Source: an optimization exercise on an open RTL-to-GDS flow (aim: small area, a short achievable clock period and few clock cycles). Production flows keep margins and buffers that such runs may drop. In this exercise RTL edits were held to simulation tests only and were not proved equivalent to the original.

==> flow/design.v (outline; a module is shown in full before it is edited, if it fits) <==
// module fmultiplier: 744 lines
module fmultiplier(
    input  wire        clk,
    input  wire        rst,
    input  wire        valid,       
    input  wire [31:0] a,
    input  wire [31:0] b,
    output reg  [31:0] z,
    output reg         out_valid    
);
  // ...
==> flow/run.sh <==
#!/bin/bash
# synth_recipe.tcl (not shown) runs the flow's synth.tcl, then flattens the netlist and writes it again
# the make line also repeats each setting of config.mk as NAME=value (left out here)
make -C /OpenROAD-flow-scripts/flow DESIGN_CONFIG=/design/flow/config.mk WORK_HOME=/design/flow/orfs CLKGATE_MAP_FILE= SYNTH_SCRIPT=/design/flow/synth_recipe.tcl finish
==> flow/config.mk <==
export PLATFORM = sky130hd
export DESIGN_NAME = fmultiplier
export DESIGN_NICKNAME = fmultiplier
export VERILOG_FILES = /design/flow/design.v
export SDC_FILE = /design/flow/constraint.sdc
export NUM_CORES = 4
export LEC_CHECK = 0
export CAP_MARGIN = 20
export CORE_MARGIN = 2
export CORE_UTILIZATION = 40
export PLACE_DENSITY = 0.6
export SLEW_MARGIN = 20
==> flow/constraint.sdc <==
create_clock -name core_clock -period 10.0 [get_ports {clk}]
set_input_delay 2.0000 -clock core_clock [delete_from_list [all_inputs] [get_ports {clk}]]
set_output_delay 2.0000 -clock core_clock [all_outputs]
set_load 0.01 [all_outputs]
==> flow_summary.yaml, run 1 <==
timing:
  post-route-worst-setup-slack_ns: 1.20
  tightest_slew_ns: 1.06
cells_and_area:
  synthToLayoutAreaGrowth_pct: 8.22
  biggest_regs: "r_c x24, r_plo x24, r_s x24"
  layout.cells.non_filler: 4016
  drive_above_1_share_pct: 7.38
  seqCellArea_um2: 1930
  area_share_nonclk_buffers_pct: 5.93
global_route:
  vias_in_the_first_global_route: 23409
  first_pass_grt_wire_length_um: 144000
  global_route.usage.met2_pct: 42.6
  grt.total_usage_pct: 27.5
setup_path:
  crit_path_frequent_cell: "nor2_1"
  critPathLaunchType: "primary input"
  critPathBufInv: 2
  timing.critical_path.fanout_max: 21
  worst_setup_path_startpoint: "a[27]"
  critical_path_class: "primary input to flip-flop"
yosys:
  synth.cells.most_frequent: "inv_1 (336), a22oi_1 (263), fa_1 (257)"
  synth-edff-count: 0
  synthesis.area_um2: 25900
  ys.warnings.count: 1
  synth.yosys.seq_area_share_pct: 7.45
  synth_top_family_by_area: "adder cells"
  syn_nets: 3675
routing:
  met3RoutedLength_um: 7390
  detailroute.via_count: 24242
  route.top_layer_used: "met4"
  initialDrtViolationCount: 2821
place:
  place.port_buffers: 99
  dp.cells: 3998
  pre_cts_slack_ns: 0.992
  place.gp.congestion: 1.02
clock_tree:
  maximum_clock_insertion_buffer_count: 2
  path_clk_slew_ns: 0.08
  cts_tree: "built"
  post_cts_resize_count: 0
  cts.root.buffer_cell: "clkbuf_16"
floorplan:
  core_um2: 64200
  die-height_um: 258
status:
  outcome: "finished clean"
Testbench counts, summed over its fixed seeds: cycles 16,000.
==> module fmultiplier, before the edit <==
module fmultiplier(
    input  wire        clk,
    input  wire        rst,
    input  wire        valid,       
    input  wire [31:0] a,
    input  wire [31:0] b,
    output reg  [31:0] z,
    output reg         out_valid    
);
    function automatic [4:0] lz24(input [23:0] x);
        integer i;
        reg found;
        begin
            lz24 = 5'd24;
            found = 1'b0;
            for (i = 23; i >= 0; i = i - 1)
                if (!found && x[i]) begin
                    lz24 = 5'd23 - i[4:0];
                    found = 1'b1;
                end
        end
    endfunction
    function automatic [4:0] tz24(input [23:0] x);
        integer i;
        reg found;
        begin
            tz24 = 5'd24;
            found = 1'b0;
            for (i = 0; i < 24; i = i + 1)
                if (!found && x[i]) begin
                    tz24 = i[4:0];
                    found = 1'b1;
                end
        end
    endfunction
    wire        sa = a[31], sb = b[31];
    wire [7:0]  ea = a[30:23], eb = b[30:23];
    wire [22:0] fa = a[22:0], fb = b[22:0];
    wire a_ez = (ea == 8'h00), b_ez = (eb == 8'h00);
    wire a_eo = (ea == 8'hFF), b_eo = (eb == 8'hFF);
    wire a_fz = (fa == 23'd0), b_fz = (fb == 23'd0);
    wire a_nan  = a_eo & ~a_fz, b_nan  = b_eo & ~b_fz;
    wire a_inf  = a_eo &  a_fz, b_inf  = b_eo &  b_fz;
    wire a_zero = a_ez &  a_fz, b_zero = b_ez &  b_fz;
    wire is_nan  = a_nan | b_nan | (a_inf & b_zero) | (b_inf & a_zero);
    wire is_inf  = a_inf | b_inf;
    wire is_zero = a_zero | b_zero;
    wire [23:0] ma = {~a_ez, fa};
    wire [23:0] mb = {~b_ez, fb};
    wire [7:0]  xa = {ea[7:1], ea[0] | a_ez};
    wire [7:0]  xb = {eb[7:1], eb[0] | b_ez};
    wire [26:0] yb = {2'b00, mb, 1'b0};
    wire [12:0] bn;               
    wire [24:0] bm0, bm1, bm2, bm3, bm4, bm5, bm6, bm7, bm8, bm9, bm10, bm11, bm12;
    wire [24:0] bmx [0:12];
    genvar gi;
    generate
        for (gi = 0; gi < 13; gi = gi + 1) begin : g_booth
            wire d2 = yb[2*gi+2], d1 = yb[2*gi+1], d0 = yb[2*gi];
            wire one = d1 ^ d0;
            wire two = (d2 & ~d1 & ~d0) | (~d2 & d1 & d0);
            assign bn[gi] = d2 & ~(d1 & d0);
            assign bmx[gi] = (({25{one}} & {1'b0, ma}) | ({25{two}} & {ma, 1'b0})) ^ {25{bn[gi]}};
        end
    endgenerate
    assign bm0 = bmx[0];   assign bm1 = bmx[1];   assign bm2 = bmx[2];
    assign bm3 = bmx[3];   assign bm4 = bmx[4];   assign bm5 = bmx[5];
    assign bm6 = bmx[6];   assign bm7 = bmx[7];   assign bm8 = bmx[8];
    assign bm9 = bmx[9];   assign bm10 = bmx[10]; assign bm11 = bmx[11];
    assign bm12 = bmx[12];
    wire hs0 = bn[1] ^ bm0[2];
    wire hc0 = bn[1] & bm0[2];
    wire hs1 = bm0[3] ^ bm1[1];
    wire hc1 = bm0[3] & bm1[1];
    wire fs0 = bn[2] ^ bm0[4] ^ bm1[2];
    wire fc0 = (bn[2] & bm0[4]) | (bn[2] & bm1[2]) | (bm0[4] & bm1[2]);
    wire hs2 = bm2[0] ^ hc1;
    wire hc2 = bm2[0] & hc1;
    wire fs1 = bm0[5] ^ bm1[3] ^ bm2[1];
    wire fc1 = (bm0[5] & bm1[3]) | (bm0[5] & bm2[1]) | (bm1[3] & bm2[1]);
    wire hs3 = fc0 ^ fs1;
    wire hc3 = fc0 & fs1;
    wire fs2 = bn[3] ^ bm0[6] ^ bm1[4];
    wire fc2 = (bn[3] & bm0[6]) | (bn[3] & bm1[4]) | (bm0[6] & bm1[4]);
    wire fs3 = bm2[2] ^ bm3[0] ^ fc1;
    wire fc3 = (bm2[2] & bm3[0]) | (bm2[2] & fc1) | (bm3[0] & fc1);
    wire hs4 = fs2 ^ hc3;
    wire hc4 = fs2 & hc3;
    wire fs4 = bm0[7] ^ bm1[5] ^ bm2[3];
    wire fc4 = (bm0[7] & bm1[5]) | (bm0[7] & bm2[3]) | (bm1[5] & bm2[3]);
    wire fs5 = bm3[1] ^ fc2 ^ fs4;
    wire fc5 = (bm3[1] & fc2) | (bm3[1] & fs4) | (fc2 & fs4);
    wire hs5 = fc3 ^ fs5;
    wire hc5 = fc3 & fs5;
    wire fs6 = bn[4] ^ bm0[8] ^ bm1[6];
    wire fc6 = (bn[4] & bm0[8]) | (bn[4] & bm1[6]) | (bm0[8] & bm1[6]);
    wire fs7 = bm2[4] ^ bm3[2] ^ bm4[0];
    wire fc7 = (bm2[4] & bm3[2]) | (bm2[4] & bm4[0]) | (bm3[2] & bm4[0]);
    wire fs8 = fc4 ^ fs6 ^ fs7;
    wire fc8 = (fc4 & fs6) | (fc4 & fs7) | (fs6 & fs7);
    wire hs6 = fc5 ^ fs8;
    wire hc6 = fc5 & fs8;
    wire fs9 = bm0[9] ^ bm1[7] ^ bm2[5];
    wire fc9 = (bm0[9] & bm1[7]) | (bm0[9] & bm2[5]) | (bm1[7] & bm2[5]);
    wire fs10 = bm3[3] ^ bm4[1] ^ fc6;
    wire fc10 = (bm3[3] & bm4[1]) | (bm3[3] & fc6) | (bm4[1] & fc6);
    wire fs11 = fc7 ^ fs9 ^ fc8;
    wire fc11 = (fc7 & fs9) | (fc7 & fc8) | (fs9 & fc8);
    wire hs7 = fs10 ^ hc6;
    wire hc7 = fs10 & hc6;
    wire fs12 = bn[5] ^ bm0[10] ^ bm1[8];
    wire fc12 = (bn[5] & bm0[10]) | (bn[5] & bm1[8]) | (bm0[10] & bm1[8]);
    wire fs13 = bm2[6] ^ bm3[4] ^ bm4[2];
    wire fc13 = (bm2[6] & bm3[4]) | (bm2[6] & bm4[2]) | (bm3[4] & bm4[2]);
    wire fs14 = bm5[0] ^ fc9 ^ fs12;
    wire fc14 = (bm5[0] & fc9) | (bm5[0] & fs12) | (fc9 & fs12);
    wire fs15 = fs13 ^ fc10 ^ fs14;
    wire fc15 = (fs13 & fc10) | (fs13 & fs14) | (fc10 & fs14);
    wire hs8 = fc11 ^ fs15;
    wire hc8 = fc11 & fs15;
    wire fs16 = bm0[11] ^ bm1[9] ^ bm2[7];
    wire fc16 = (bm0[11] & bm1[9]) | (bm0[11] & bm2[7]) | (bm1[9] & bm2[7]);
    wire fs17 = bm3[5] ^ bm4[3] ^ bm5[1];
    wire fc17 = (bm3[5] & bm4[3]) | (bm3[5] & bm5[1]) | (bm4[3] & bm5[1]);
    wire fs18 = fc12 ^ fc13 ^ fs16;
    wire fc18 = (fc12 & fc13) | (fc12 & fs16) | (fc13 & fs16);
    wire fs19 = fs17 ^ fc14 ^ fs18;
    wire fc19 = (fs17 & fc14) | (fs17 & fs18) | (fc14 & fs18);
    wire hs9 = fc15 ^ fs19;
    wire hc9 = fc15 & fs19;
    wire fs20 = bn[6] ^ bm0[12] ^ bm1[10];
    wire fc20 = (bn[6] & bm0[12]) | (bn[6] & bm1[10]) | (bm0[12] & bm1[10]);
    wire fs21 = bm2[8] ^ bm3[6] ^ bm4[4];
    wire fc21 = (bm2[8] & bm3[6]) | (bm2[8] & bm4[4]) | (bm3[6] & bm4[4]);
    wire fs22 = bm5[2] ^ bm6[0] ^ fc16;
    wire fc22 = (bm5[2] & bm6[0]) | (bm5[2] & fc16) | (bm6[0] & fc16);
    wire fs23 = fc17 ^ fs20 ^ fs21;
    wire fc23 = (fc17 & fs20) | (fc17 & fs21) | (fs20 & fs21);
    wire fs24 = fc18 ^ fs22 ^ fs23;
    wire fc24 = (fc18 & fs22) | (fc18 & fs23) | (fs22 & fs23);
    wire hs10 = fc19 ^ fs24;
    wire hc10 = fc19 & fs24;
    wire fs25 = bm0[13] ^ bm1[11] ^ bm2[9];
    wire fc25 = (bm0[13] & bm1[11]) | (bm0[13] & bm2[9]) | (bm1[11] & bm2[9]);
    wire fs26 = bm3[7] ^ bm4[5] ^ bm5[3];
    wire fc26 = (bm3[7] & bm4[5]) | (bm3[7] & bm5[3]) | (bm4[5] & bm5[3]);
    wire fs27 = bm6[1] ^ fc20 ^ fc21;
    wire fc27 = (bm6[1] & fc20) | (bm6[1] & fc21) | (fc20 & fc21);
    wire fs28 = fs25 ^ fs26 ^ fc22;
    wire fc28 = (fs25 & fs26) | (fs25 & fc22) | (fs26 & fc22);
    wire fs29 = fc23 ^ fs27 ^ fs28;
    wire fc29 = (fc23 & fs27) | (fc23 & fs28) | (fs27 & fs28);
    wire hs11 = fc24 ^ hc10;
    wire hc11 = fc24 & hc10;
    wire fs30 = bn[7] ^ bm0[14] ^ bm1[12];
    wire fc30 = (bn[7] & bm0[14]) | (bn[7] & bm1[12]) | (bm0[14] & bm1[12]);
    wire fs31 = bm2[10] ^ bm3[8] ^ bm4[6];
    wire fc31 = (bm2[10] & bm3[8]) | (bm2[10] & bm4[6]) | (bm3[8] & bm4[6]);
    wire fs32 = bm5[4] ^ bm6[2] ^ bm7[0];
    wire fc32 = (bm5[4] & bm6[2]) | (bm5[4] & bm7[0]) | (bm6[2] & bm7[0]);
    wire fs33 = fc25 ^ fc26 ^ fs30;
    wire fc33 = (fc25 & fc26) | (fc25 & fs30) | (fc26 & fs30);
    wire fs34 = fs31 ^ fs32 ^ fc27;
    wire fc34 = (fs31 & fs32) | (fs31 & fc27) | (fs32 & fc27);
    wire fs35 = fs33 ^ fc28 ^ fs34;
    wire fc35 = (fs33 & fc28) | (fs33 & fs34) | (fc28 & fs34);
    wire hs12 = fc29 ^ fs35;
    wire hc12 = fc29 & fs35;
    wire fs36 = bm0[15] ^ bm1[13] ^ bm2[11];
    wire fc36 = (bm0[15] & bm1[13]) | (bm0[15] & bm2[11]) | (bm1[13] & bm2[11]);
    wire fs37 = bm3[9] ^ bm4[7] ^ bm5[5];
    wire fc37 = (bm3[9] & bm4[7]) | (bm3[9] & bm5[5]) | (bm4[7] & bm5[5]);
    wire fs38 = bm6[3] ^ bm7[1] ^ fc30;
    wire fc38 = (bm6[3] & bm7[1]) | (bm6[3] & fc30) | (bm7[1] & fc30);
    wire fs39 = fc31 ^ fc32 ^ fs36;
    wire fc39 = (fc31 & fc32) | (fc31 & fs36) | (fc32 & fs36);
    wire fs40 = fs37 ^ fc33 ^ fs38;
    wire fc40 = (fs37 & fc33) | (fs37 & fs38) | (fc33 & fs38);
    wire fs41 = fs39 ^ fc34 ^ fs40;
    wire fc41 = (fs39 & fc34) | (fs39 & fs40) | (fc34 & fs40);
    wire hs13 = fc35 ^ fs41;
    wire hc13 = fc35 & fs41;
    wire fs42 = bn[8] ^ bm0[16] ^ bm1[14];
    wire fc42 = (bn[8] & bm0[16]) | (bn[8] & bm1[14]) | (bm0[16] & bm1[14]);
    wire fs43 = bm2[12] ^ bm3[10] ^ bm4[8];
    wire fc43 = (bm2[12] & bm3[10]) | (bm2[12] & bm4[8]) | (bm3[10] & bm4[8]);
    wire fs44 = bm5[6] ^ bm6[4] ^ bm7[2];
    wire fc44 = (bm5[6] & bm6[4]) | (bm5[6] & bm7[2]) | (bm6[4] & bm7[2]);
    wire fs45 = bm8[0] ^ fc36 ^ fc37;
    wire fc45 = (bm8[0] & fc36) | (bm8[0] & fc37) | (fc36 & fc37);
    wire fs46 = fs42 ^ fs43 ^ fs44;
    wire fc46 = (fs42 & fs43) | (fs42 & fs44) | (fs43 & fs44);
    wire fs47 = fc38 ^ fc39 ^ fs45;
    wire fc47 = (fc38 & fc39) | (fc38 & fs45) | (fc39 & fs45);
    wire fs48 = fs46 ^ fc40 ^ fs47;
    wire fc48 = (fs46 & fc40) | (fs46 & fs47) | (fc40 & fs47);
    wire hs14 = fc41 ^ fs48;
    wire hc14 = fc41 & fs48;
    wire fs49 = bm0[17] ^ bm1[15] ^ bm2[13];
    wire fc49 = (bm0[17] & bm1[15]) | (bm0[17] & bm2[13]) | (bm1[15] & bm2[13]);
    wire fs50 = bm3[11] ^ bm4[9] ^ bm5[7];
    wire fc50 = (bm3[11] & bm4[9]) | (bm3[11] & bm5[7]) | (bm4[9] & bm5[7]);
    wire fs51 = bm6[5] ^ bm7[3] ^ bm8[1];
    wire fc51 = (bm6[5] & bm7[3]) | (bm6[5] & bm8[1]) | (bm7[3] & bm8[1]);
    wire fs52 = fc42 ^ fc43 ^ fc44;
    wire fc52 = (fc42 & fc43) | (fc42 & fc44) | (fc43 & fc44);
    wire fs53 = fs49 ^ fs50 ^ fs51;
    wire fc53 = (fs49 & fs50) | (fs49 & fs51) | (fs50 & fs51);
    wire fs54 = fc45 ^ fc46 ^ fs52;
    wire fc54 = (fc45 & fc46) | (fc45 & fs52) | (fc46 & fs52);
    wire fs55 = fs53 ^ fc47 ^ fs54;
    wire fc55 = (fs53 & fc47) | (fs53 & fs54) | (fc47 & fs54);
    wire hs15 = fc48 ^ fs55;
    wire hc15 = fc48 & fs55;
    wire fs56 = bn[9] ^ bm0[18] ^ bm1[16];
    wire fc56 = (bn[9] & bm0[18]) | (bn[9] & bm1[16]) | (bm0[18] & bm1[16]);
    wire fs57 = bm2[14] ^ bm3[12] ^ bm4[10];
    wire fc57 = (bm2[14] & bm3[12]) | (bm2[14] & bm4[10]) | (bm3[12] & bm4[10]);
    wire fs58 = bm5[8] ^ bm6[6] ^ bm7[4];
    wire fc58 = (bm5[8] & bm6[6]) | (bm5[8] & bm7[4]) | (bm6[6] & bm7[4]);
    wire fs59 = bm8[2] ^ bm9[0] ^ fc49;
    wire fc59 = (bm8[2] & bm9[0]) | (bm8[2] & fc49) | (bm9[0] & fc49);
    wire fs60 = fc50 ^ fc51 ^ fs56;
    wire fc60 = (fc50 & fc51) | (fc50 & fs56) | (fc51 & fs56);
    wire fs61 = fs57 ^ fs58 ^ fc52;
    wire fc61 = (fs57 & fs58) | (fs57 & fc52) | (fs58 & fc52);
    wire fs62 = fc53 ^ fs59 ^ fs60;
    wire fc62 = (fc53 & fs59) | (fc53 & fs60) | (fs59 & fs60);
    wire fs63 = fc54 ^ fs61 ^ fs62;
    wire fc63 = (fc54 & fs61) | (fc54 & fs62) | (fs61 & fs62);
    wire hs16 = fc55 ^ fs63;
    wire hc16 = fc55 & fs63;
    wire fs64 = bm0[19] ^ bm1[17] ^ bm2[15];
    wire fc64 = (bm0[19] & bm1[17]) | (bm0[19] & bm2[15]) | (bm1[17] & bm2[15]);
    wire fs65 = bm3[13] ^ bm4[11] ^ bm5[9];
    wire fc65 = (bm3[13] & bm4[11]) | (bm3[13] & bm5[9]) | (bm4[11] & bm5[9]);
    wire fs66 = bm6[7] ^ bm7[5] ^ bm8[3];
    wire fc66 = (bm6[7] & bm7[5]) | (bm6[7] & bm8[3]) | (bm7[5] & bm8[3]);
    wire fs67 = bm9[1] ^ fc56 ^ fc57;
    wire fc67 = (bm9[1] & fc56) | (bm9[1] & fc57) | (fc56 & fc57);
    wire fs68 = fc58 ^ fs64 ^ fs65;
    wire fc68 = (fc58 & fs64) | (fc58 & fs65) | (fs64 & fs65);
    wire fs69 = fs66 ^ fc59 ^ fc60;
    wire fc69 = (fs66 & fc59) | (fs66 & fc60) | (fc59 & fc60);
    wire fs70 = fs67 ^ fs68 ^ fc61;
    wire fc70 = (fs67 & fs68) | (fs67 & fc61) | (fs68 & fc61);
    wire fs71 = fc62 ^ fs69 ^ fs70;
    wire fc71 = (fc62 & fs69) | (fc62 & fs70) | (fs69 & fs70);
    wire hs17 = fc63 ^ hc16;
    wire hc17 = fc63 & hc16;
    wire fs72 = bn[10] ^ bm0[20] ^ bm1[18];
    wire fc72 = (bn[10] & bm0[20]) | (bn[10] & bm1[18]) | (bm0[20] & bm1[18]);
    wire fs73 = bm2[16] ^ bm3[14] ^ bm4[12];
    wire fc73 = (bm2[16] & bm3[14]) | (bm2[16] & bm4[12]) | (bm3[14] & bm4[12]);
    wire fs74 = bm5[10] ^ bm6[8] ^ bm7[6];
    wire fc74 = (bm5[10] & bm6[8]) | (bm5[10] & bm7[6]) | (bm6[8] & bm7[6]);
    wire fs75 = bm8[4] ^ bm9[2] ^ bm10[0];
    wire fc75 = (bm8[4] & bm9[2]) | (bm8[4] & bm10[0]) | (bm9[2] & bm10[0]);
    wire fs76 = fc64 ^ fc65 ^ fc66;
    wire fc76 = (fc64 & fc65) | (fc64 & fc66) | (fc65 & fc66);
    wire fs77 = fs72 ^ fs73 ^ fs74;
    wire fc77 = (fs72 & fs73) | (fs72 & fs74) | (fs73 & fs74);
    wire fs78 = fs75 ^ fc67 ^ fc68;
    wire fc78 = (fs75 & fc67) | (fs75 & fc68) | (fc67 & fc68);
    wire fs79 = fs76 ^ fs77 ^ fc69;
    wire fc79 = (fs76 & fs77) | (fs76 & fc69) | (fs77 & fc69);
    wire fs80 = fs78 ^ fc70 ^ fs79;
    wire fc80 = (fs78 & fc70) | (fs78 & fs79) | (fc70 & fs79);
    wire hs18 = fc71 ^ fs80;
    wire hc18 = fc71 & fs80;
    wire fs81 = bm0[21] ^ bm1[19] ^ bm2[17];
    wire fc81 = (bm0[21] & bm1[19]) | (bm0[21] & bm2[17]) | (bm1[19] & bm2[17]);
    wire fs82 = bm3[15] ^ bm4[13] ^ bm5[11];
    wire fc82 = (bm3[15] & bm4[13]) | (bm3[15] & bm5[11]) | (bm4[13] & bm5[11]);
    wire fs83 = bm6[9] ^ bm7[7] ^ bm8[5];
    wire fc83 = (bm6[9] & bm7[7]) | (bm6[9] & bm8[5]) | (bm7[7] & bm8[5]);
    wire fs84 = bm9[3] ^ bm10[1] ^ fc72;
    wire fc84 = (bm9[3] & bm10[1]) | (bm9[3] & fc72) | (bm10[1] & fc72);
    wire fs85 = fc73 ^ fc74 ^ fc75;
    wire fc85 = (fc73 & fc74) | (fc73 & fc75) | (fc74 & fc75);
    wire fs86 = fs81 ^ fs82 ^ fs83;
    wire fc86 = (fs81 & fs82) | (fs81 & fs83) | (fs82 & fs83);
    wire fs87 = fc76 ^ fc77 ^ fs84;
    wire fc87 = (fc76 & fc77) | (fc76 & fs84) | (fc77 & fs84);
    wire fs88 = fs85 ^ fs86 ^ fc78;
    wire fc88 = (fs85 & fs86) | (fs85 & fc78) | (fs86 & fc78);
    wire fs89 = fs87 ^ fc79 ^ fs88;
    wire fc89 = (fs87 & fc79) | (fs87 & fs88) | (fc79 & fs88);
    wire hs19 = fc80 ^ fs89;
    wire hc19 = fc80 & fs89;
    wire fs90 = bn[11] ^ bm0[22] ^ bm1[20];
    wire fc90 = (bn[11] & bm0[22]) | (bn[11] & bm1[20]) | (bm0[22] & bm1[20]);
    wire fs91 = bm2[18] ^ bm3[16] ^ bm4[14];
    wire fc91 = (bm2[18] & bm3[16]) | (bm2[18] & bm4[14]) | (bm3[16] & bm4[14]);
    wire fs92 = bm5[12] ^ bm6[10] ^ bm7[8];
    wire fc92 = (bm5[12] & bm6[10]) | (bm5[12] & bm7[8]) | (bm6[10] & bm7[8]);
    wire fs93 = bm8[6] ^ bm9[4] ^ bm10[2];
    wire fc93 = (bm8[6] & bm9[4]) | (bm8[6] & bm10[2]) | (bm9[4] & bm10[2]);
    wire fs94 = bm11[0] ^ fc81 ^ fc82;
    wire fc94 = (bm11[0] & fc81) | (bm11[0] & fc82) | (fc81 & fc82);
    wire fs95 = fc83 ^ fs90 ^ fs91;
    wire fc95 = (fc83 & fs90) | (fc83 & fs91) | (fs90 & fs91);
    wire fs96 = fs92 ^ fs93 ^ fc84;
    wire fc96 = (fs92 & fs93) | (fs92 & fc84) | (fs93 & fc84);
    wire fs97 = fc85 ^ fc86 ^ fs94;
    wire fc97 = (fc85 & fc86) | (fc85 & fs94) | (fc86 & fs94);
    wire fs98 = fs95 ^ fc87 ^ fs96;
    wire fc98 = (fs95 & fc87) | (fs95 & fs96) | (fc87 & fs96);
    wire fs99 = fs97 ^ fc88 ^ fs98;
    wire fc99 = (fs97 & fc88) | (fs97 & fs98) | (fc88 & fs98);
    wire hs20 = fc89 ^ fs99;
    wire hc20 = fc89 & fs99;
    wire fs100 = bm0[23] ^ bm1[21] ^ bm2[19];
    wire fc100 = (bm0[23] & bm1[21]) | (bm0[23] & bm2[19]) | (bm1[21] & bm2[19]);
    wire fs101 = bm3[17] ^ bm4[15] ^ bm5[13];
    wire fc101 = (bm3[17] & bm4[15]) | (bm3[17] & bm5[13]) | (bm4[15] & bm5[13]);
    wire fs102 = bm6[11] ^ bm7[9] ^ bm8[7];
    wire fc102 = (bm6[11] & bm7[9]) | (bm6[11] & bm8[7]) | (bm7[9] & bm8[7]);
    wire fs103 = bm9[5] ^ bm10[3] ^ bm11[1];
    wire fc103 = (bm9[5] & bm10[3]) | (bm9[5] & bm11[1]) | (bm10[3] & bm11[1]);
    wire fs104 = fc90 ^ fc91 ^ fc92;
    wire fc104 = (fc90 & fc91) | (fc90 & fc92) | (fc91 & fc92);
    wire fs105 = fc93 ^ fs100 ^ fs101;
    wire fc105 = (fc93 & fs100) | (fc93 & fs101) | (fs100 & fs101);
    wire fs106 = fs102 ^ fs103 ^ fc94;
    wire fc106 = (fs102 & fs103) | (fs102 & fc94) | (fs103 & fc94);
    wire fs107 = fc95 ^ fs104 ^ fs105;
    wire fc107 = (fc95 & fs104) | (fc95 & fs105) | (fs104 & fs105);
    wire fs108 = fc96 ^ fc97 ^ fs106;
    wire fc108 = (fc96 & fc97) | (fc96 & fs106) | (fc97 & fs106);
    wire fs109 = fs107 ^ fc98 ^ fs108;
    wire fc109 = (fs107 & fc98) | (fs107 & fs108) | (fc98 & fs108);
    wire hs21 = fc99 ^ fs109;
    wire hc21 = fc99 & fs109;
    wire fs110 = bn[12] ^ bm0[24] ^ bm1[22];
    wire fc110 = (bn[12] & bm0[24]) | (bn[12] & bm1[22]) | (bm0[24] & bm1[22]);
    wire fs111 = bm2[20] ^ bm3[18] ^ bm4[16];
    wire fc111 = (bm2[20] & bm3[18]) | (bm2[20] & bm4[16]) | (bm3[18] & bm4[16]);
    wire fs112 = bm5[14] ^ bm6[12] ^ bm7[10];
    wire fc112 = (bm5[14] & bm6[12]) | (bm5[14] & bm7[10]) | (bm6[12] & bm7[10]);
    wire fs113 = bm8[8] ^ bm9[6] ^ bm10[4];
    wire fc113 = (bm8[8] & bm9[6]) | (bm8[8] & bm10[4]) | (bm9[6] & bm10[4]);
    wire fs114 = bm11[2] ^ bm12[0] ^ fc100;
    wire fc114 = (bm11[2] & bm12[0]) | (bm11[2] & fc100) | (bm12[0] & fc100);
    wire fs115 = fc101 ^ fc102 ^ fc103;
    wire fc115 = (fc101 & fc102) | (fc101 & fc103) | (fc102 & fc103);
    wire fs116 = fs110 ^ fs111 ^ fs112;
    wire fc116 = (fs110 & fs111) | (fs110 & fs112) | (fs111 & fs112);
    wire fs117 = fs113 ^ fc104 ^ fc105;
    wire fc117 = (fs113 & fc104) | (fs113 & fc105) | (fc104 & fc105);
    wire fs118 = fs114 ^ fs115 ^ fs116;
    wire fc118 = (fs114 & fs115) | (fs114 & fs116) | (fs115 & fs116);
    wire fs119 = fc106 ^ fc107 ^ fs117;
    wire fc119 = (fc106 & fc107) | (fc106 & fs117) | (fc107 & fs117);
    wire fs120 = fs118 ^ fc108 ^ fs119;
    wire fc120 = (fs118 & fc108) | (fs118 & fs119) | (fc108 & fs119);
    wire hs22 = fc109 ^ fs120;
    wire hc22 = fc109 & fs120;
    wire fs121 = 1'b1 ^ ~bn[0] ^ bm1[23];
    wire fc121 = (1'b1 & ~bn[0]) | (1'b1 & bm1[23]) | (~bn[0] & bm1[23]);
    wire fs122 = bm2[21] ^ bm3[19] ^ bm4[17];
    wire fc122 = (bm2[21] & bm3[19]) | (bm2[21] & bm4[17]) | (bm3[19] & bm4[17]);
    wire fs123 = bm5[15] ^ bm6[13] ^ bm7[11];
    wire fc123 = (bm5[15] & bm6[13]) | (bm5[15] & bm7[11]) | (bm6[13] & bm7[11]);
    wire fs124 = bm8[9] ^ bm9[7] ^ bm10[5];
    wire fc124 = (bm8[9] & bm9[7]) | (bm8[9] & bm10[5]) | (bm9[7] & bm10[5]);
    wire fs125 = bm11[3] ^ bm12[1] ^ fc110;
    wire fc125 = (bm11[3] & bm12[1]) | (bm11[3] & fc110) | (bm12[1] & fc110);
    wire fs126 = fc111 ^ fc112 ^ fc113;
    wire fc126 = (fc111 & fc112) | (fc111 & fc113) | (fc112 & fc113);
    wire fs127 = fs121 ^ fs122 ^ fs123;
    wire fc127 = (fs121 & fs122) | (fs121 & fs123) | (fs122 & fs123);
    wire fs128 = fs124 ^ fc114 ^ fc115;
    wire fc128 = (fs124 & fc114) | (fs124 & fc115) | (fc114 & fc115);
    wire fs129 = fc116 ^ fs125 ^ fs126;
    wire fc129 = (fc116 & fs125) | (fc116 & fs126) | (fs125 & fs126);
    wire fs130 = fs127 ^ fc117 ^ fs128;
    wire fc130 = (fs127 & fc117) | (fs127 & fs128) | (fc117 & fs128);
    wire fs131 = fc118 ^ fs129 ^ fs130;
    wire fc131 = (fc118 & fs129) | (fc118 & fs130) | (fs129 & fs130);
    wire fs132 = fc119 ^ fs131 ^ fc120;
    wire fc132 = (fc119 & fs131) | (fc119 & fc120) | (fs131 & fc120);
    wire fs133 = 1'b1 ^ bm1[24] ^ bm2[22];
    wire fc133 = (1'b1 & bm1[24]) | (1'b1 & bm2[22]) | (bm1[24] & bm2[22]);
    wire fs134 = bm3[20] ^ bm4[18] ^ bm5[16];
    wire fc134 = (bm3[20] & bm4[18]) | (bm3[20] & bm5[16]) | (bm4[18] & bm5[16]);
    wire fs135 = bm6[14] ^ bm7[12] ^ bm8[10];
    wire fc135 = (bm6[14] & bm7[12]) | (bm6[14] & bm8[10]) | (bm7[12] & bm8[10]);
    wire fs136 = bm9[8] ^ bm10[6] ^ bm11[4];
    wire fc136 = (bm9[8] & bm10[6]) | (bm9[8] & bm11[4]) | (bm10[6] & bm11[4]);
    wire fs137 = bm12[2] ^ fc121 ^ fc122;
    wire fc137 = (bm12[2] & fc121) | (bm12[2] & fc122) | (fc121 & fc122);
    wire fs138 = fc123 ^ fc124 ^ fs133;
    wire fc138 = (fc123 & fc124) | (fc123 & fs133) | (fc124 & fs133);
    wire fs139 = fs134 ^ fs135 ^ fs136;
    wire fc139 = (fs134 & fs135) | (fs134 & fs136) | (fs135 & fs136);
    wire fs140 = fc125 ^ fc126 ^ fc127;
    wire fc140 = (fc125 & fc126) | (fc125 & fc127) | (fc126 & fc127);
    wire fs141 = fs137 ^ fs138 ^ fs139;
    wire fc141 = (fs137 & fs138) | (fs137 & fs139) | (fs138 & fs139);
    wire fs142 = fc128 ^ fc129 ^ fs140;
    wire fc142 = (fc128 & fc129) | (fc128 & fs140) | (fc129 & fs140);
    wire fs143 = fs141 ^ fc130 ^ fs142;
    wire fc143 = (fs141 & fc130) | (fs141 & fs142) | (fc130 & fs142);
    wire hs23 = fc131 ^ fs143;
    wire hc23 = fc131 & fs143;
    wire fs144 = ~bn[1] ^ bm2[23] ^ bm3[21];
    wire fc144 = (~bn[1] & bm2[23]) | (~bn[1] & bm3[21]) | (bm2[23] & bm3[21]);
    wire fs145 = bm4[19] ^ bm5[17] ^ bm6[15];
    wire fc145 = (bm4[19] & bm5[17]) | (bm4[19] & bm6[15]) | (bm5[17] & bm6[15]);
    wire fs146 = bm7[13] ^ bm8[11] ^ bm9[9];
    wire fc146 = (bm7[13] & bm8[11]) | (bm7[13] & bm9[9]) | (bm8[11] & bm9[9]);
    wire fs147 = bm10[7] ^ bm11[5] ^ bm12[3];
    wire fc147 = (bm10[7] & bm11[5]) | (bm10[7] & bm12[3]) | (bm11[5] & bm12[3]);
    wire fs148 = fc133 ^ fc134 ^ fc135;
    wire fc148 = (fc133 & fc134) | (fc133 & fc135) | (fc134 & fc135);
    wire fs149 = fc136 ^ fs144 ^ fs145;
    wire fc149 = (fc136 & fs144) | (fc136 & fs145) | (fs144 & fs145);
    wire fs150 = fs146 ^ fs147 ^ fc137;
    wire fc150 = (fs146 & fs147) | (fs146 & fc137) | (fs147 & fc137);
    wire fs151 = fc138 ^ fc139 ^ fs148;
    wire fc151 = (fc138 & fc139) | (fc138 & fs148) | (fc139 & fs148);
    wire fs152 = fs149 ^ fc140 ^ fs150;
    wire fc152 = (fs149 & fc140) | (fs149 & fs150) | (fc140 & fs150);
    wire fs153 = fc141 ^ fs151 ^ fs152;
    wire fc153 = (fc141 & fs151) | (fc141 & fs152) | (fs151 & fs152);
    wire fs154 = fc142 ^ fs153 ^ fc143;
    wire fc154 = (fc142 & fs153) | (fc142 & fc143) | (fs153 & fc143);
    wire fs155 = 1'b1 ^ bm2[24] ^ bm3[22];
    wire fc155 = (1'b1 & bm2[24]) | (1'b1 & bm3[22]) | (bm2[24] & bm3[22]);
    wire fs156 = bm4[20] ^ bm5[18] ^ bm6[16];
    wire fc156 = (bm4[20] & bm5[18]) | (bm4[20] & bm6[16]) | (bm5[18] & bm6[16]);
    wire fs157 = bm7[14] ^ bm8[12] ^ bm9[10];
    wire fc157 = (bm7[14] & bm8[12]) | (bm7[14] & bm9[10]) | (bm8[12] & bm9[10]);
    wire fs158 = bm10[8] ^ bm11[6] ^ bm12[4];
    wire fc158 = (bm10[8] & bm11[6]) | (bm10[8] & bm12[4]) | (bm11[6] & bm12[4]);
    wire fs159 = fc144 ^ fc145 ^ fc146;
    wire fc159 = (fc144 & fc145) | (fc144 & fc146) | (fc145 & fc146);
    wire fs160 = fc147 ^ fs155 ^ fs156;
    wire fc160 = (fc147 & fs155) | (fc147 & fs156) | (fs155 & fs156);
    wire fs161 = fs157 ^ fs158 ^ fc148;
    wire fc161 = (fs157 & fs158) | (fs157 & fc148) | (fs158 & fc148);
    wire fs162 = fc149 ^ fs159 ^ fs160;
    wire fc162 = (fc149 & fs159) | (fc149 & fs160) | (fs159 & fs160);
    wire fs163 = fc150 ^ fc151 ^ fs161;
    wire fc163 = (fc150 & fc151) | (fc150 & fs161) | (fc151 & fs161);
    wire fs164 = fs162 ^ fc152 ^ fs163;
    wire fc164 = (fs162 & fc152) | (fs162 & fs163) | (fc152 & fs163);
    wire hs24 = fc153 ^ fs164;
    wire hc24 = fc153 & fs164;
    wire fs165 = ~bn[2] ^ bm3[23] ^ bm4[21];
    wire fc165 = (~bn[2] & bm3[23]) | (~bn[2] & bm4[21]) | (bm3[23] & bm4[21]);
    wire fs166 = bm5[19] ^ bm6[17] ^ bm7[15];
    wire fc166 = (bm5[19] & bm6[17]) | (bm5[19] & bm7[15]) | (bm6[17] & bm7[15]);
    wire fs167 = bm8[13] ^ bm9[11] ^ bm10[9];
    wire fc167 = (bm8[13] & bm9[11]) | (bm8[13] & bm10[9]) | (bm9[11] & bm10[9]);
    wire fs168 = bm11[7] ^ bm12[5] ^ fc155;
    wire fc168 = (bm11[7] & bm12[5]) | (bm11[7] & fc155) | (bm12[5] & fc155);
    wire fs169 = fc156 ^ fc157 ^ fc158;
    wire fc169 = (fc156 & fc157) | (fc156 & fc158) | (fc157 & fc158);
    wire fs170 = fs165 ^ fs166 ^ fs167;
    wire fc170 = (fs165 & fs166) | (fs165 & fs167) | (fs166 & fs167);
    wire fs171 = fc159 ^ fc160 ^ fs168;
    wire fc171 = (fc159 & fc160) | (fc159 & fs168) | (fc160 & fs168);
    wire fs172 = fs169 ^ fs170 ^ fc161;
    wire fc172 = (fs169 & fs170) | (fs169 & fc161) | (fs170 & fc161);
    wire fs173 = fc162 ^ fs171 ^ fc163;
    wire fc173 = (fc162 & fs171) | (fc162 & fc163) | (fs171 & fc163);
    wire fs174 = fs172 ^ fc164 ^ fs173;
    wire fc174 = (fs172 & fc164) | (fs172 & fs173) | (fc164 & fs173);
    wire fs175 = 1'b1 ^ bm3[24] ^ bm4[22];
    wire fc175 = (1'b1 & bm3[24]) | (1'b1 & bm4[22]) | (bm3[24] & bm4[22]);
    wire fs176 = bm5[20] ^ bm6[18] ^ bm7[16];
    wire fc176 = (bm5[20] & bm6[18]) | (bm5[20] & bm7[16]) | (bm6[18] & bm7[16]);
    wire fs177 = bm8[14] ^ bm9[12] ^ bm10[10];
    wire fc177 = (bm8[14] & bm9[12]) | (bm8[14] & bm10[10]) | (bm9[12] & bm10[10]);
    wire fs178 = bm11[8] ^ bm12[6] ^ fc165;
    wire fc178 = (bm11[8] & bm12[6]) | (bm11[8] & fc165) | (bm12[6] & fc165);
    wire fs179 = fc166 ^ fc167 ^ fs175;
    wire fc179 = (fc166 & fc167) | (fc166 & fs175) | (fc167 & fs175);
    wire fs180 = fs176 ^ fs177 ^ fc168;
    wire fc180 = (fs176 & fs177) | (fs176 & fc168) | (fs177 & fc168);
    wire fs181 = fc169 ^ fc170 ^ fs178;
    wire fc181 = (fc169 & fc170) | (fc169 & fs178) | (fc170 & fs178);
    wire fs182 = fs179 ^ fc171 ^ fs180;
    wire fc182 = (fs179 & fc171) | (fs179 & fs180) | (fc171 & fs180);
    wire fs183 = fs181 ^ fc172 ^ fs182;
    wire fc183 = (fs181 & fc172) | (fs181 & fs182) | (fc172 & fs182);
    wire hs25 = fc173 ^ fs183;
    wire hc25 = fc173 & fs183;
    wire fs184 = ~bn[3] ^ bm4[23] ^ bm5[21];
    wire fc184 = (~bn[3] & bm4[23]) | (~bn[3] & bm5[21]) | (bm4[23] & bm5[21]);
    wire fs185 = bm6[19] ^ bm7[17] ^ bm8[15];
    wire fc185 = (bm6[19] & bm7[17]) | (bm6[19] & bm8[15]) | (bm7[17] & bm8[15]);
    wire fs186 = bm9[13] ^ bm10[11] ^ bm11[9];
    wire fc186 = (bm9[13] & bm10[11]) | (bm9[13] & bm11[9]) | (bm10[11] & bm11[9]);
    wire fs187 = bm12[7] ^ fc175 ^ fc176;
    wire fc187 = (bm12[7] & fc175) | (bm12[7] & fc176) | (fc175 & fc176);
    wire fs188 = fc177 ^ fs184 ^ fs185;
    wire fc188 = (fc177 & fs184) | (fc177 & fs185) | (fs184 & fs185);
    wire fs189 = fs186 ^ fc178 ^ fc179;
    wire fc189 = (fs186 & fc178) | (fs186 & fc179) | (fc178 & fc179);
    wire fs190 = fs187 ^ fs188 ^ fc180;
    wire fc190 = (fs187 & fs188) | (fs187 & fc180) | (fs188 & fc180);
    wire fs191 = fc181 ^ fs189 ^ fc182;
    wire fc191 = (fc181 & fs189) | (fc181 & fc182) | (fs189 & fc182);
    wire fs192 = fs190 ^ fc183 ^ fs191;
    wire fc192 = (fs190 & fc183) | (fs190 & fs191) | (fc183 & fs191);
    wire fs193 = 1'b1 ^ bm4[24] ^ bm5[22];
    wire fc193 = (1'b1 & bm4[24]) | (1'b1 & bm5[22]) | (bm4[24] & bm5[22]);
    wire fs194 = bm6[20] ^ bm7[18] ^ bm8[16];
    wire fc194 = (bm6[20] & bm7[18]) | (bm6[20] & bm8[16]) | (bm7[18] & bm8[16]);
    wire fs195 = bm9[14] ^ bm10[12] ^ bm11[10];
    wire fc195 = (bm9[14] & bm10[12]) | (bm9[14] & bm11[10]) | (bm10[12] & bm11[10]);
    wire fs196 = bm12[8] ^ fc184 ^ fc185;
    wire fc196 = (bm12[8] & fc184) | (bm12[8] & fc185) | (fc184 & fc185);
    wire fs197 = fc186 ^ fs193 ^ fs194;
    wire fc197 = (fc186 & fs193) | (fc186 & fs194) | (fs193 & fs194);
    wire fs198 = fs195 ^ fc187 ^ fc188;
    wire fc198 = (fs195 & fc187) | (fs195 & fc188) | (fc187 & fc188);
    wire fs199 = fs196 ^ fs197 ^ fc189;
    wire fc199 = (fs196 & fs197) | (fs196 & fc189) | (fs197 & fc189);
    wire fs200 = fs198 ^ fc190 ^ fs199;
    wire fc200 = (fs198 & fc190) | (fs198 & fs199) | (fc190 & fs199);
    wire hs26 = fc191 ^ fs200;
    wire hc26 = fc191 & fs200;
    wire fs201 = ~bn[4] ^ bm5[23] ^ bm6[21];
    wire fc201 = (~bn[4] & bm5[23]) | (~bn[4] & bm6[21]) | (bm5[23] & bm6[21]);
    wire fs202 = bm7[19] ^ bm8[17] ^ bm9[15];
    wire fc202 = (bm7[19] & bm8[17]) | (bm7[19] & bm9[15]) | (bm8[17] & bm9[15]);
    wire fs203 = bm10[13] ^ bm11[11] ^ bm12[9];
    wire fc203 = (bm10[13] & bm11[11]) | (bm10[13] & bm12[9]) | (bm11[11] & bm12[9]);
    wire fs204 = fc193 ^ fc194 ^ fc195;
    wire fc204 = (fc193 & fc194) | (fc193 & fc195) | (fc194 & fc195);
    wire fs205 = fs201 ^ fs202 ^ fs203;
    wire fc205 = (fs201 & fs202) | (fs201 & fs203) | (fs202 & fs203);
    wire fs206 = fc196 ^ fc197 ^ fs204;
    wire fc206 = (fc196 & fc197) | (fc196 & fs204) | (fc197 & fs204);
    wire fs207 = fs205 ^ fc198 ^ fs206;
    wire fc207 = (fs205 & fc198) | (fs205 & fs206) | (fc198 & fs206);
    wire fs208 = fc199 ^ fs207 ^ fc200;
    wire fc208 = (fc199 & fs207) | (fc199 & fc200) | (fs207 & fc200);
    wire fs209 = 1'b1 ^ bm5[24] ^ bm6[22];
    wire fc209 = (1'b1 & bm5[24]) | (1'b1 & bm6[22]) | (bm5[24] & bm6[22]);
    wire fs210 = bm7[20] ^ bm8[18] ^ bm9[16];
    wire fc210 = (bm7[20] & bm8[18]) | (bm7[20] & bm9[16]) | (bm8[18] & bm9[16]);
    wire fs211 = bm10[14] ^ bm11[12] ^ bm12[10];
    wire fc211 = (bm10[14] & bm11[12]) | (bm10[14] & bm12[10]) | (bm11[12] & bm12[10]);
    wire fs212 = fc201 ^ fc202 ^ fc203;
    wire fc212 = (fc201 & fc202) | (fc201 & fc203) | (fc202 & fc203);
    wire fs213 = fs209 ^ fs210 ^ fs211;
    wire fc213 = (fs209 & fs210) | (fs209 & fs211) | (fs210 & fs211);
    wire fs214 = fc204 ^ fc205 ^ fs212;
    wire fc214 = (fc204 & fc205) | (fc204 & fs212) | (fc205 & fs212);
    wire fs215 = fs213 ^ fc206 ^ fs214;
    wire fc215 = (fs213 & fc206) | (fs213 & fs214) | (fc206 & fs214);
    wire hs27 = fc207 ^ fs215;
    wire hc27 = fc207 & fs215;
    wire fs216 = ~bn[5] ^ bm6[23] ^ bm7[21];
    wire fc216 = (~bn[5] & bm6[23]) | (~bn[5] & bm7[21]) | (bm6[23] & bm7[21]);
    wire fs217 = bm8[19] ^ bm9[17] ^ bm10[15];
    wire fc217 = (bm8[19] & bm9[17]) | (bm8[19] & bm10[15]) | (bm9[17] & bm10[15]);
    wire fs218 = bm11[13] ^ bm12[11] ^ fc209;
    wire fc218 = (bm11[13] & bm12[11]) | (bm11[13] & fc209) | (bm12[11] & fc209);
    wire fs219 = fc210 ^ fc211 ^ fs216;
    wire fc219 = (fc210 & fc211) | (fc210 & fs216) | (fc211 & fs216);
    wire fs220 = fs217 ^ fc212 ^ fc213;
    wire fc220 = (fs217 & fc212) | (fs217 & fc213) | (fc212 & fc213);
    wire fs221 = fs218 ^ fs219 ^ fc214;
    wire fc221 = (fs218 & fs219) | (fs218 & fc214) | (fs219 & fc214);
    wire fs222 = fs220 ^ fs221 ^ fc215;
    wire fc222 = (fs220 & fs221) | (fs220 & fc215) | (fs221 & fc215);
    wire fs223 = 1'b1 ^ bm6[24] ^ bm7[22];
    wire fc223 = (1'b1 & bm6[24]) | (1'b1 & bm7[22]) | (bm6[24] & bm7[22]);
    wire fs224 = bm8[20] ^ bm9[18] ^ bm10[16];
    wire fc224 = (bm8[20] & bm9[18]) | (bm8[20] & bm10[16]) | (bm9[18] & bm10[16]);
    wire fs225 = bm11[14] ^ bm12[12] ^ fc216;
    wire fc225 = (bm11[14] & bm12[12]) | (bm11[14] & fc216) | (bm12[12] & fc216);
    wire fs226 = fc217 ^ fs223 ^ fs224;
    wire fc226 = (fc217 & fs223) | (fc217 & fs224) | (fs223 & fs224);
    wire fs227 = fc218 ^ fc219 ^ fs225;
    wire fc227 = (fc218 & fc219) | (fc218 & fs225) | (fc219 & fs225);
    wire fs228 = fs226 ^ fc220 ^ fs227;
    wire fc228 = (fs226 & fc220) | (fs226 & fs227) | (fc220 & fs227);
    wire hs28 = fc221 ^ fs228;
    wire hc28 = fc221 & fs228;
    wire fs229 = ~bn[6] ^ bm7[23] ^ bm8[21];
    wire fc229 = (~bn[6] & bm7[23]) | (~bn[6] & bm8[21]) | (bm7[23] & bm8[21]);
    wire fs230 = bm9[19] ^ bm10[17] ^ bm11[15];
    wire fc230 = (bm9[19] & bm10[17]) | (bm9[19] & bm11[15]) | (bm10[17] & bm11[15]);
    wire fs231 = bm12[13] ^ fc223 ^ fc224;
    wire fc231 = (bm12[13] & fc223) | (bm12[13] & fc224) | (fc223 & fc224);
    wire fs232 = fs229 ^ fs230 ^ fc225;
    wire fc232 = (fs229 & fs230) | (fs229 & fc225) | (fs230 & fc225);
    wire fs233 = fc226 ^ fs231 ^ fc227;
    wire fc233 = (fc226 & fs231) | (fc226 & fc227) | (fs231 & fc227);
    wire fs234 = fs232 ^ fs233 ^ fc228;
    wire fc234 = (fs232 & fs233) | (fs232 & fc228) | (fs233 & fc228);
    wire fs235 = 1'b1 ^ bm7[24] ^ bm8[22];
    wire fc235 = (1'b1 & bm7[24]) | (1'b1 & bm8[22]) | (bm7[24] & bm8[22]);
    wire fs236 = bm9[20] ^ bm10[18] ^ bm11[16];
    wire fc236 = (bm9[20] & bm10[18]) | (bm9[20] & bm11[16]) | (bm10[18] & bm11[16]);
    wire fs237 = bm12[14] ^ fc229 ^ fc230;
    wire fc237 = (bm12[14] & fc229) | (bm12[14] & fc230) | (fc229 & fc230);
    wire fs238 = fs235 ^ fs236 ^ fc231;
    wire fc238 = (fs235 & fs236) | (fs235 & fc231) | (fs236 & fc231);
    wire fs239 = fs237 ^ fc232 ^ fs238;
    wire fc239 = (fs237 & fc232) | (fs237 & fs238) | (fc232 & fs238);
    wire hs29 = fc233 ^ fs239;
    wire hc29 = fc233 & fs239;
    wire fs240 = ~bn[7] ^ bm8[23] ^ bm9[21];
    wire fc240 = (~bn[7] & bm8[23]) | (~bn[7] & bm9[21]) | (bm8[23] & bm9[21]);
    wire fs241 = bm10[19] ^ bm11[17] ^ bm12[15];
    wire fc241 = (bm10[19] & bm11[17]) | (bm10[19] & bm12[15]) | (bm11[17] & bm12[15]);
    wire fs242 = fc235 ^ fc236 ^ fs240;
    wire fc242 = (fc235 & fc236) | (fc235 & fs240) | (fc236 & fs240);
    wire fs243 = fs241 ^ fc237 ^ fs242;
    wire fc243 = (fs241 & fc237) | (fs241 & fs242) | (fc237 & fs242);
    wire fs244 = fc238 ^ fs243 ^ fc239;
    wire fc244 = (fc238 & fs243) | (fc238 & fc239) | (fs243 & fc239);
    wire fs245 = 1'b1 ^ bm8[24] ^ bm9[22];
    wire fc245 = (1'b1 & bm8[24]) | (1'b1 & bm9[22]) | (bm8[24] & bm9[22]);
    wire fs246 = bm10[20] ^ bm11[18] ^ bm12[16];
    wire fc246 = (bm10[20] & bm11[18]) | (bm10[20] & bm12[16]) | (bm11[18] & bm12[16]);
    wire fs247 = fc240 ^ fc241 ^ fs245;
    wire fc247 = (fc240 & fc241) | (fc240 & fs245) | (fc241 & fs245);
    wire fs248 = fs246 ^ fc242 ^ fs247;
    wire fc248 = (fs246 & fc242) | (fs246 & fs247) | (fc242 & fs247);
    wire hs30 = fc243 ^ fs248;
    wire hc30 = fc243 & fs248;
    wire fs249 = ~bn[8] ^ bm9[23] ^ bm10[21];
    wire fc249 = (~bn[8] & bm9[23]) | (~bn[8] & bm10[21]) | (bm9[23] & bm10[21]);
    wire fs250 = bm11[19] ^ bm12[17] ^ fc245;
    wire fc250 = (bm11[19] & bm12[17]) | (bm11[19] & fc245) | (bm12[17] & fc245);
    wire fs251 = fc246 ^ fs249 ^ fc247;
    wire fc251 = (fc246 & fs249) | (fc246 & fc247) | (fs249 & fc247);
    wire fs252 = fs250 ^ fc248 ^ fs251;
    wire fc252 = (fs250 & fc248) | (fs250 & fs251) | (fc248 & fs251);
    wire fs253 = 1'b1 ^ bm9[24] ^ bm10[22];
    wire fc253 = (1'b1 & bm9[24]) | (1'b1 & bm10[22]) | (bm9[24] & bm10[22]);
    wire fs254 = bm11[20] ^ bm12[18] ^ fc249;
    wire fc254 = (bm11[20] & bm12[18]) | (bm11[20] & fc249) | (bm12[18] & fc249);
    wire fs255 = fs253 ^ fc250 ^ fs254;
    wire fc255 = (fs253 & fc250) | (fs253 & fs254) | (fc250 & fs254);
    wire hs31 = fc251 ^ fs255;
    wire hc31 = fc251 & fs255;
    wire fs256 = ~bn[9] ^ bm10[23] ^ bm11[21];
    wire fc256 = (~bn[9] & bm10[23]) | (~bn[9] & bm11[21]) | (bm10[23] & bm11[21]);
    wire fs257 = bm12[19] ^ fc253 ^ fs256;
    wire fc257 = (bm12[19] & fc253) | (bm12[19] & fs256) | (fc253 & fs256);
    wire fs258 = fc254 ^ fs257 ^ fc255;
    wire fc258 = (fc254 & fs257) | (fc254 & fc255) | (fs257 & fc255);
    wire fs259 = 1'b1 ^ bm10[24] ^ bm11[22];
    wire fc259 = (1'b1 & bm10[24]) | (1'b1 & bm11[22]) | (bm10[24] & bm11[22]);
    wire fs260 = bm12[20] ^ fc256 ^ fs259;
    wire fc260 = (bm12[20] & fc256) | (bm12[20] & fs259) | (fc256 & fs259);
    wire hs32 = fc257 ^ fs260;
    wire hc32 = fc257 & fs260;
    wire fs261 = ~bn[10] ^ bm11[23] ^ bm12[21];
    wire fc261 = (~bn[10] & bm11[23]) | (~bn[10] & bm12[21]) | (bm11[23] & bm12[21]);
    wire fs262 = fc259 ^ fs261 ^ fc260;
    wire fc262 = (fc259 & fs261) | (fc259 & fc260) | (fs261 & fc260);
    wire fs263 = 1'b1 ^ bm11[24] ^ bm12[22];
    wire fc263 = (1'b1 & bm11[24]) | (1'b1 & bm12[22]) | (bm11[24] & bm12[22]);
    wire hs33 = fc261 ^ fs263;
    wire hc33 = fc261 & fs263;
    wire fs264 = ~bn[11] ^ bm12[23] ^ fc263;
    wire fc264 = (~bn[11] & bm12[23]) | (~bn[11] & fc263) | (bm12[23] & fc263);
    wire [47:0] s_row = {hc33, hs33, hc32, hs32, hc31, hs31, hc30, hs30, hc29, hs29, hc28, hs28, hc27, hs27, hc26, hs26, hc25, hs25, hc24, hs24, hc23, hs23, hc22, hc21, hc20, hc19, hc18, hc17, fs71, hc15, hc14, hc13, hc12, hc11, fs29, hc9, hc8, hc7, fs11, hc5, hc4, fs3, hc2, fs0, hc0, bm1[0], bm0[1], bn[0]};
    wire [47:0] c_row = {fs264, fc262, fs262, fc258, fs258, fc252, fs252, fc244, fs244, fc234, fs234, fc222, fs222, fc208, fs208, fc192, fs192, fc174, fs174, fc154, fs154, fc132, fs132, hs22, hs21, hs20, hs19, hs18, hs17, hs16, hs15, hs14, hs13, hs12, hs11, hs10, hs9, hs8, hs7, hs6, hs5, hs4, hs3, hs2, hs1, hs0, 1'b0, bm0[0]};
    wire [23:0] mn  = a_ez ? ma : mb;
    wire [4:0]  lzs = lz24(mn);                     
    wire [5:0]  tzs = tz24(ma) + tz24(mb);          
    wire [8:0]  xs  = {1'b0, xa} + {1'b0, xb};
    wire signed [10:0] u  = $signed({2'b00, xs}) - $signed({6'd0, lzs}) - 11'sd128;
    wire        nrm = ~u[10];                       
    wire [4:0]  t1  = 5'd23 - lzs;                  
    wire signed [10:0] t2 = 11'sd151 - $signed({2'b00, xs});    
    wire [5:0]  t2c = (t2 > 11'sd63) ? 6'd63 : t2[5:0];
    wire [5:0]  tsh = nrm ? {1'b0, t1} : t2c;       
    wire [7:0]  e_0 = nrm ? u[7:0] : 8'd0;          
    wire [5:0]  tzl = tzs + {1'b0, lzs};
    wire        st1 = nrm ? (tzl < 6'd23) : ($signed({5'd0, tzs}) < t2);
    wire        st0 = nrm ? (tzl < 6'd22) : ($signed({5'd0, tzs}) + 11'sd1 < t2);
    wire        ovf_hi = nrm & (u >= 11'sd254);
    wire        ovf_eq = nrm & (u == 11'sd253);
    localparam K = 24;
    wire [K:0]  p_lo = {1'b0, s_row[K-1:0]} + {1'b0, c_row[K-1:0]};
    reg [47:K] r_s, r_c;
    reg [K-1:0] r_plo;
    reg        r_cy;
    reg [5:0]  r_tsh;
    reg [7:0]  r_e0;
    reg        r_st1, r_st0, r_ovh, r_ove, r_sz, r_nan, r_inf, r_zero;
    always @(posedge clk) begin
        r_s    <= s_row[47:K];
        r_c    <= c_row[47:K];
        r_plo  <= p_lo[K-1:0];
        r_cy   <= p_lo[K];
        r_tsh  <= tsh;
        r_e0   <= e_0;
        r_st1  <= st1;
        r_st0  <= st0;
        r_ovh  <= ovf_hi & ~is_zero;
        r_ove  <= ovf_eq & ~is_zero;
        r_sz   <= sa ^ sb;
        r_nan  <= is_nan;
        r_inf  <= is_inf;
        r_zero <= is_zero;
    end
    always @(posedge clk or posedge rst) begin
        if (rst)
            out_valid <= 1'b0;
        else
            out_valid <= valid;
    end
    wire [47:K] p_hi = r_s + r_c + {{(47-K){1'b0}}, r_cy};
    wire [47:0] p = {p_hi, r_plo};
    wire [70:0] x  = {p, 23'd0};
    wire [70:0] qx = x >> r_tsh;
    wire [47:22] q = qx[47:22];
    wire [7:0]  e_1 = r_e0 + 8'd1;
    wire [7:0]  e_2 = r_e0 + 8'd2;
    wire        inc_h = q[23] & (r_st1 | q[24]);
    wire [30:0] pk_h0 = {e_2, q[46:24]};
    wire [30:0] pk_h1 = pk_h0 + 31'd1;
    wire [30:0] pk_h  = inc_h ? pk_h1 : pk_h0;
    wire        inc_l = q[22] & (r_st0 | q[23]);
    wire [30:0] pk_l0 = {(q[46] ? e_1 : r_e0), q[45:23]};
    wire [30:0] pk_l1 = pk_l0 + 31'd1;
    wire [30:0] pk_l  = inc_l ? pk_l1 : pk_l0;
    wire [30:0] pk    = q[47] ? pk_h : pk_l;
    wire        ovf   = r_ovh | (r_ove & q[47]);
    always @(*) begin
        if (r_nan)
            z = 32'h7FC0_0000;
        else if (r_inf | ovf)
            z = {r_sz, 8'hFF, 23'd0};
        else if (r_zero)
            z = {r_sz, 31'd0};
        else
            z = {r_sz, pk};
    end
endmodule
==> run 2: changes to the inputs <==
--- a/flow/design.v
+++ b/flow/design.v
@@ -8,17 +8,12 @@
     output reg  [31:0] z,
     output reg         out_valid    
 );
-    function automatic [4:0] lz24(input [23:0] x);
+    function automatic [4:0] msb23(input [22:0] x);
         integer i;
-        reg found;
         begin
-            lz24 = 5'd24;
-            found = 1'b0;
-            for (i = 23; i >= 0; i = i - 1)
-                if (!found && x[i]) begin
-                    lz24 = 5'd23 - i[4:0];
-                    found = 1'b1;
-                end
+            msb23 = 5'd0;
+            for (i = 0; i < 23; i = i + 1)
+                if (x[i]) msb23 = i[4:0];
         end
     endfunction
     function automatic [4:0] tz24(input [23:0] x);
@@ -669,20 +664,22 @@
     wire fc264 = (~bn[11] & bm12[23]) | (~bn[11] & fc263) | (bm12[23] & fc263);
     wire [47:0] s_row = {hc33, hs33, hc32, hs32, hc31, hs31, hc30, hs30, hc29, hs29, hc28, hs28, hc27, hs27, hc26, hs26, hc25, hs25, hc24, hs24, hc23, hs23, hc22, hc21, hc20, hc19, hc18, hc17, fs71, hc15, hc14, hc13, hc12, hc11, fs29, hc9, hc8, hc7, fs11, hc5, hc4, fs3, hc2, fs0, hc0, bm1[0], bm0[1], bn[0]};
     wire [47:0] c_row = {fs264, fc262, fs262, fc258, fs258, fc252, fs252, fc244, fs244, fc234, fs234, fc222, fs222, fc208, fs208, fc192, fs192, fc174, fs174, fc154, fs154, fc132, fs132, hs22, hs21, hs20, hs19, hs18, hs17, hs16, hs15, hs14, hs13, hs12, hs11, hs10, hs9, hs8, hs7, hs6, hs5, hs4, hs3, hs2, hs1, hs0, 1'b0, bm0[0]};
-    wire [23:0] mn  = a_ez ? ma : mb;
-    wire [4:0]  lzs = lz24(mn);                     
+    wire [4:0]  ka  = msb23(fa), kb = msb23(fb);    
     wire [5:0]  tzs = tz24(ma) + tz24(mb);          
     wire [8:0]  xs  = {1'b0, xa} + {1'b0, xb};
-    wire signed [10:0] u  = $signed({2'b00, xs}) - $signed({6'd0, lzs}) - 11'sd128;
+    wire signed [10:0] u_nn = $signed({2'b00, xs}) - 11'sd128;
+    wire signed [10:0] u_an = $signed({3'b000, xb}) + $signed({6'd0, ka}) - 11'sd150;
+    wire signed [10:0] u_bn = $signed({3'b000, xa}) + $signed({6'd0, kb}) - 11'sd150;
+    wire signed [10:0] u  = a_ez ? u_an : (b_ez ? u_bn : u_nn);
     wire        nrm = ~u[10];                       
-    wire [4:0]  t1  = 5'd23 - lzs;                  
+    wire [4:0]  t1  = a_ez ? ka : (b_ez ? kb : 5'd23);    
     wire signed [10:0] t2 = 11'sd151 - $signed({2'b00, xs});    
-    wire [5:0]  t2c = (t2 > 11'sd63) ? 6'd63 : t2[5:0];
+    wire        t2big = (xs < 9'd88);               
+    wire [5:0]  t2c = t2big ? 6'd63 : t2[5:0];
     wire [5:0]  tsh = nrm ? {1'b0, t1} : t2c;       
     wire [7:0]  e_0 = nrm ? u[7:0] : 8'd0;          
-    wire [5:0]  tzl = tzs + {1'b0, lzs};
-    wire        st1 = nrm ? (tzl < 6'd23) : ($signed({5'd0, tzs}) < t2);
-    wire        st0 = nrm ? (tzl < 6'd22) : ($signed({5'd0, tzs}) + 11'sd1 < t2);
+    wire        st1 = nrm ? (tzs < {1'b0, t1}) : (t2big | (tzs < t2[5:0]));
+    wire        st0 = nrm ? (tzs + 6'd1 < {1'b0, t1}) : (t2big | (tzs + 6'd1 < t2[5:0]));
     wire        ovf_hi = nrm & (u >= 11'sd254);
     wire        ovf_eq = nrm & (u == 11'sd253);
     localparam K = 24;
==> flow/flow/run.sh (new file) <==
#!/bin/bash
# Standard layout, with the ports buffered by buf cells instead of the delay
# buffer that buffer_ports picks by default.
export BUFFER_PORTS_ARGS="-buffer_cell sky130_fd_sc_hd__buf_2"
bash standard.sh > standard.log 2>&1
==> flow/standard.sh (new file) <==
#!/bin/bash
# synth_recipe.tcl (not shown) runs the flow's synth.tcl, then flattens the netlist and writes it again
# the make line also repeats each setting of config.mk as NAME=value (left out here)
make -C /OpenROAD-flow-scripts/flow DESIGN_CONFIG=/design/flow/config.mk WORK_HOME=/design/flow/orfs CLKGATE_MAP_FILE= SYNTH_SCRIPT=/design/flow/synth_recipe.tcl "${@:-finish}"
removed: flow/run.sh
==> run 2 against run 1 <==
  * Still clean on timing, DRC and antenna
  * Setup slack gained 0.66 ns
  * Die area is 1.8% higher
  * Global-route usage shrank 0.16 points
  * Cell count up 3.0%
  * Critical endpoint is now z[24]
==> flow_summary.yaml, run 2 <==
place:
  pre_cts_slack_ns: 2.28
  place.port_buffers: 99
  place.gp.congestion: 0.997
  placed_area_um2: 27600
  dp.cells: 4117
  dp.final_hpwl_um: 70900
global_route:
  first_pass_grt_wire_length_um: 145000
  grt.total_usage_pct: 27.4
  antenna_found_initial: 0
  global_route.overflow_total: 0
  grt_max_degree: 57
  vias_in_the_first_global_route: 23952
timing:
  post-route-worst-setup-slack_ns: 1.86
  finalHoldWorstSlack_ns: 1.45
  fin_crit_ns: 8.14
  timing.fmax_ghz: 0.123
  final-max-slew-violation-count: 0
  timing.final.hold_violations: 0
  final.setup.tns_ns: 0
  grt_setup_unrepaired: "no"
  number_of_setup_violations_in_the_final_report: 0
  worst_slew_margin_relative_to_its_limit_pct: 20.7
  tightest_slew_ns: 1.18
  post-route-period-util_pct: 81.4
yosys:
  synth.yosys.seq_area_share_pct: 7.31
  synthArstFlopShare_pct: 1.04
  synth.top_cells.by_area: "fa_1 (20%), ha_1 (8.2%), xnor2_1 (8.2%)"
  ys_seq_elements: 96
  portion_of_synthesized_cell_area_occupied_by_the_leading_cell_type_pct: 19.5
  syn_avg_cell_area_um2: 7.92
  yosys.cell_count.top_type: "inv_1"
  ys.warnings.count: 1
  synth.cells.most_frequent: "inv_1 (360), fa_1 (257), xnor2_1 (246)"
  postSynthCellCount: 3328
  syn_nets: 3825
  synth-edff-count: 0
  synth.largest_area_cell: "fa_1"
  dominantRegCellSynth: "dfxtp_1"
  synthesis.area_um2: 26400
  synth.lib_cells_used.distinct: 103
setup_path:
  critical_path_class: "flip-flop to output port"
  worst_setup_path_startpoint: "r_cy"
  critPathCaptureType: "output port"
  critPathCapture: "z[24]"
  critical_path_required_ns: 8.00
  timing.critical_path.fanout_max: 10
  cp_arrival_ns: 6.14
  critPathLaunchType: "flip-flop"
cells_and_area:
  layout.cells.non_filler: 4135
  layout.cells.most_common_list: "inv_1 (360), fa_1 (257), xnor2_1 (246)"
  nNetsFinal: 3762
  multi_input_area_um2: 22200
  biggest_regs: "r_c x24, r_plo x24, r_s x24"
  n_fill_cell: 6628
  drive_above_1_share_pct: 9.17
  layout.cells.most_common: "inv_1"
  synthToLayoutAreaGrowth_pct: 6.04
  seqCellArea_um2: 1930
  post-route-util_pct: 42.7
  final_cell_area_um2: 27900
clock_tree:
  tritoncts.num_buffers: 9
  cts.root.buffer_cell: "clkbuf_16"
  htree_num_levels: 3
  post_cts_resize_count: 0
  post-cts-setup-buffer-count: 0
  postCtsHoldBufs: 0
  cts_sinks: 96
  cts_tree: "built"
  path_clk_slew_ns: 0.07
  maximum_clock_insertion_buffer_count: 2
floorplan:
  die_width_um: 261
  initial_utilization_pct: 40.2
  floorplan.die_area_um2: 68000
  core_um2: 65500
  floorplan.io_pins: 100
  die-height_um: 261
  placement_rows: 94
routing:
  antenna_left: 0
  wl_per_cell_um: 22.7
  initialDrtViolationCount: 2560
  vias_per_cell: 6.06
  drt_pass1_iterations: 7
  route.final.wire_length_um: 94000
  drc: 0
  detailroute.via_count: 25042
run:
  maxCapViolCount: 0
hold_path:
  hold_path_class: "primary input to async pin"
status:
  outcome: "finished clean"
[run 2: cell count changes after synthesis, moves of 21 or more]
cell      delta
ha_1        +24
nor3_1      -29
nor2b_1     +21
a22oi_1     -27
nand2_1     +24
inv_1       +24
a21oi_1     +28
o21ai_0     +23
clkbuf_1    +30
[run 2: cells by family after synthesis]
kind of cell             after synthesis  synth area share (%)
multiplexers                          79                  3.68
flip-flops                            96                  7.31
AO/OA/AOI/OAI                        892                  23.6
AND/OR/NAND/NOR                      827                  15.8
adder cells (fa/ha/maj)              430                  27.7
XOR/XNOR                             388                  12.9
buffers and inverters                616                  8.89
[run 2: worst max-delay path, cell delays in order (launching register included)]
cell,delay (ns)
dfxtp_1,0.35
fa_1,0.26
inv_1,0.07
fa_1,0.41
nand2b_1,0.21
a21o_1,0.22
o211ai_1,0.34
nand2_1,0.17
xnor2_1,0.44
o22ai_1,0.15
nor3_1,0.34
a2bb2oi_1,0.34
o211a_1,0.22
a21o_1,0.18
ha_1,0.23
o2111ai_2,0.33
nor4_1,0.71
nand3_1,0.18
xnor2_1,0.27
o221ai_1,0.16
buf_2,0.20
[run 2: layout make-up]
class,instances,area share [%]
antenna,1,0.00895
clock buffer,9,0.806
clock inverter,7,0.309
inverter,366,4.92
multi-input combinational,2616,79.4
sequential,96,6.91
tap,864,3.87
timing repair buffer,176,3.83
[run 2: worst min path at each step]
stage / startpoint / slack (ns) / endpoint / depth (start not counted)
2_1_floorplan: rst / 1.73 / out_valid / 1
3_3_place_gp: rst / 1.83 / out_valid / 2
3_5_place_dp: rst / 1.83 / out_valid / 2
4_1_cts: rst / 1.44 / out_valid / 2
5_1_grt: rst / 1.45 / out_valid / 2
6_report: rst / 1.45 / out_valid / 2
[run 2: routing by layer]
metal	global-route usage (%)	part of all wire (%)	up-vias
met5	0	0	-
met4	13.3	5.5	0
met3	4.82	9.2	278
met2	41.8	43	1313
met1	37.3	43	11980
li1	-	-	11471
Testbench counts of run 2, summed over its fixed seeds: cycles 16,000.

==> re-timing with driven ports <==
No port has a modelled driver above. Below, the same layouts with a new extraction and two added sets of constraints.
Step 1, drivers: a clkbuf_16 drives clk and a buf_2 each remaining input, both assumed.
Step 2 times the ports against the registers' clock, not the clock port: input delays grow and output delays shrink by t, the midpoint of the rising clock arrivals with the driver on.
Slacks: ideal / step 1 / step 2; pairs: ideal / step 1.
run | t (ns) | setup slack, ns | worst setup path after step 2
run 1 | 0.406 | 1.200 / 1.224 / 0.818 | input to register
run 2 | 0.407 | 1.865 / 1.814 / 2.222 | register to output
After both steps every run listed still meets setup and hold. For run 1, which loses most, drivers alone change the setup slack by +0.024 ns; drivers and shift together by -0.382 ns.
